Background: an optimization exercise with open tools, aiming at small area, a short achievable clock period and few clock cycles per item. Do not read the settings as production practice.

Setup of 02-04:
Design dot, start of the top module:
module dot(input logic clk, input logic rst_n,
          output logic slave_waitrequest,
          input logic [3:0] slave_address,
          input logic slave_read, output logic [31:0] slave_readdata,
          input logic slave_write, input logic [31:0] slave_writedata,
          input logic master_waitrequest,
          output logic [31:0] master_address,
          output logic master_read, input logic [31:0] master_readdata, input logic master_readdatavalid,
          output logic master_write, output logic [31:0] master_writedata);
Size in the first run: roughly 2800 cells after synthesis, about 330 flip-flops, ~170 I/O pins.
Settings: LEC_CHECK=0, CAP_MARGIN=20, CORE_MARGIN=2, CORE_UTILIZATION=40, PLACE_DENSITY=0.6, SLEW_MARGIN=20, SYNTH_HIERARCHICAL=1, SYNTH_MINIMUM_KEEP_SIZE=0; clock period 11.0 ns.
run.sh (not shown) runs the stock make flow with config.mk's settings and CLKGATE_MAP_FILE= SYNTH_SCRIPT=/design/flow/synth_recipe.tcl, a recipe that flattens the netlist after the stock synthesis.
Changes in 06-02 relative to 02-04:
diff --git a/flow/design.v b/flow/design.v
--- a/flow/design.v
+++ b/flow/design.v
@@ -13,28 +13,25 @@
 logic        issuing;    
 logic [15:0] nic;        
 logic        nph;        
 logic [2:0]  oc;         
 logic        rph;        
 logic        pa, pb;     
 logic        ready;      
 logic [31:0] wr, xr;
 logic [15:0] br;         
 logic        xs;         
 logic        c16;
-logic [7:0]  gq;         
-logic [7:1]  pq;         
-logic [47:0] as_q, ac_q;   
-logic [31:0] as_r, ac_r;   
-assign as_r = as_q[31:0];
-assign ac_r = ac_q[31:0];
+logic [3:0]  gq;         
+logic [3:1]  pq;         
+logic [31:0] as_r, ac_r;
 logic accept, load, start, wvalid;
 assign accept = master_read & ~master_waitrequest;
 assign start  = slave_write & (slave_address == 4'd0) & ~busy;
 assign load   = busy & issuing & (~master_read | accept) & (oc <= 3'd5);
 assign wvalid = master_readdatavalid & rph;
 logic [31:0] next_addr;
 assign next_addr = (nph ? wbase : xbase) + {14'd0, nic, 2'b00};
 always_ff @(posedge clk) begin
    if (!rst_n) begin
       wbase <= 0; xbase <= 0; len <= 0;
       busy <= 0; issuing <= 0; nic <= 0; nph <= 0; oc <= 0; rph <= 0;
@@ -71,26 +68,25 @@
       pb <= pa;
       ready <= busy & ~start & ~issuing & ~master_read & (oc == 0) & ~pa & ~pb & ~wvalid
                & ~(|(as_r & ac_r));
    end
 end
 always_ff @(posedge clk) begin
    if (master_readdatavalid & ~rph) xr <= master_readdata;
    if (wvalid) wr <= master_readdata;
    br <= wvalid ? xr[15:0] : pa ? xr[31:16] : 16'd0;
 end
 assign xs = xr[31];
-logic [47:0] ts_n, tc_n;
-logic [47:0] as_in_n, ac_in_n;
-assign as_in_n = ~as_q;
-assign ac_in_n = ~ac_q;
+logic [47:0] as_in_n, ac_in_n, ts_n, tc_n;
+assign as_in_n = ~(pa ? {as_r, 16'd0} : {16'd0, as_r});
+assign ac_in_n = ~(pa ? {ac_r, 16'd0} : {16'd0, ac_r});
 logic t629;
 logic t630;
 logic t633;
 logic t634;
 logic t637;
 logic t638;
 logic t641;
 logic t642;
 logic t645;
 logic t646;
 logic t649;
@@ -1878,46 +1874,42 @@
 assign tc_n[42] = t2838;
 assign ts_n[43] = t2845;
 assign tc_n[43] = t2842;
 assign ts_n[44] = t2849;
 assign tc_n[44] = t2846;
 assign ts_n[45] = t2850;
 assign tc_n[45] = t2853;
 assign ts_n[46] = t2857;
 assign tc_n[46] = t2854;
 assign ts_n[47] = t2861;
 assign tc_n[47] = t2858;
-logic nxa, nxb;
-assign nxa = wvalid;
-assign nxb = ~pa & ~wvalid & ~start;
 logic [15:0] g, p;
-logic [7:0] gg, pp;
+logic [3:0] gg, pp;
 assign g = ~(ts_n[15:0] | tc_n[15:0]);
 assign p = ~(ts_n[15:0] & tc_n[15:0]);
 genvar gi;
-generate for (gi = 0; gi < 8; gi++) begin : grp
-   assign gg[gi] = g[2*gi+1] | (p[2*gi+1] & g[2*gi]);
-   assign pp[gi] = p[2*gi+1] & p[2*gi];
+generate for (gi = 0; gi < 4; gi++) begin : grp
+   assign gg[gi] = g[4*gi+3] | (p[4*gi+3] & g[4*gi+2]) | (p[4*gi+3] & p[4*gi+2] & g[4*gi+1])
+                 | (p[4*gi+3] & p[4*gi+2] & p[4*gi+1] & g[4*gi]);
+   assign pp[gi] = &p[4*gi +: 4];
 end endgenerate
-logic [7:0] cg;    
-assign cg[0] = gq[0];
-generate for (gi = 1; gi < 8; gi++) begin : cch
-   assign cg[gi] = gq[gi] | (pq[gi] & cg[gi-1]);
-end endgenerate
-assign c16 = cg[7];
+assign c16 = gq[3] | (pq[3] & gq[2]) | (pq[3] & pq[2] & gq[1]) | (pq[3] & pq[2] & pq[1] & gq[0]);
 always_ff @(posedge clk) begin
-   gq <= pa ? gg : 8'd0;
-   pq <= pa ? pp[7:1] : 7'd0;
-   as_q <= ({48{pa}} & {16'd0, ~ts_n[47:16]}) | ({48{nxa}} & {~ts_n[31:0], 16'd0})
-         | ({48{nxb}} & {16'd0, ~ts_n[31:0]});
-   ac_q <= ({48{pa}} & {16'd0, ~tc_n[47:16]}) | ({48{nxa}} & {~tc_n[31:0], 16'd0})
-         | ({48{nxb}} & {16'd0, ~tc_n[31:0]});
+   gq <= pa ? gg : 4'd0;
+   pq <= pa ? pp[3:1] : 3'd0;
+   if (start) begin
+      as_r <= 0;
+      ac_r <= 0;
+   end else begin
+      as_r <= ~(pa ? ts_n[47:16] : ts_n[31:0]);
+      ac_r <= ~(pa ? tc_n[47:16] : tc_n[31:0]);
+   end
 end
 assign slave_waitrequest = busy & ~ready;
 assign slave_readdata = as_r | ac_r;
 assign master_write = 1'b0;
 assign master_writedata = 32'd0;
 endmodule
 module dot_fa(input logic a, input logic b, input logic c, output logic s, output logic co);
 assign s = a ^ b ^ c;
 assign co = (a & b) | (a & c) | (b & c);
 endmodule
Findings:
06-02 finished all stages; the layout is clean. Delta (06-02 minus 02-04): wire length on met3 now sits higher; utilization after layout stayed essentially flat; later-pin clock latency in the skew report increased 0.03 ns; clock-buffer cell count picked up an extra 6; buffer count excluding the clock tree in the final layout went up. A capturing element of the worst setup path of gq[3] is what 06-02 shows, while gq[7] belongs to 02-04. 06-02 reports a higher max-slew headroom at the worst pin than 02-04 does.
No run of this note included a check of the RTL's function; only the layout flow was run.

-- static timing again, ports no longer ideal --
In the flow no input, the clock included, has a driving cell. The finished layouts below were timed again as built, in two steps.
Step 1 sets driving cells, clkbuf_16 on the clock port and buf_2 on the other inputs (assumed; they add their load-dependent delay and slew).
Step 2 also shifts input and output timing later by t, the mid clock arrival at the registers, as if the neighbouring blocks saw the same clock.
a / b / c = ideal ports / drivers / drivers and shift; a / b = the first two.
run	t (ns)	setup slack, ns	worst hold slack (ns)	latest minus earliest clock arrival (ns)	cell pins on the clock port's net
02-04	0.599	6.140 / 6.140 / 5.908	0.433 / 0.433 / 0.433	0.028 / 0.027	1
06-02	0.633	5.843 / 5.843 / 5.843	0.429 / 0.429 / 0.429	0.038 / 0.037	1
After both steps setup and hold are still met in every run listed. For 02-04, which loses most, drivers alone change the setup slack by 0.000 ns; drivers and shift together by -0.232 ns.
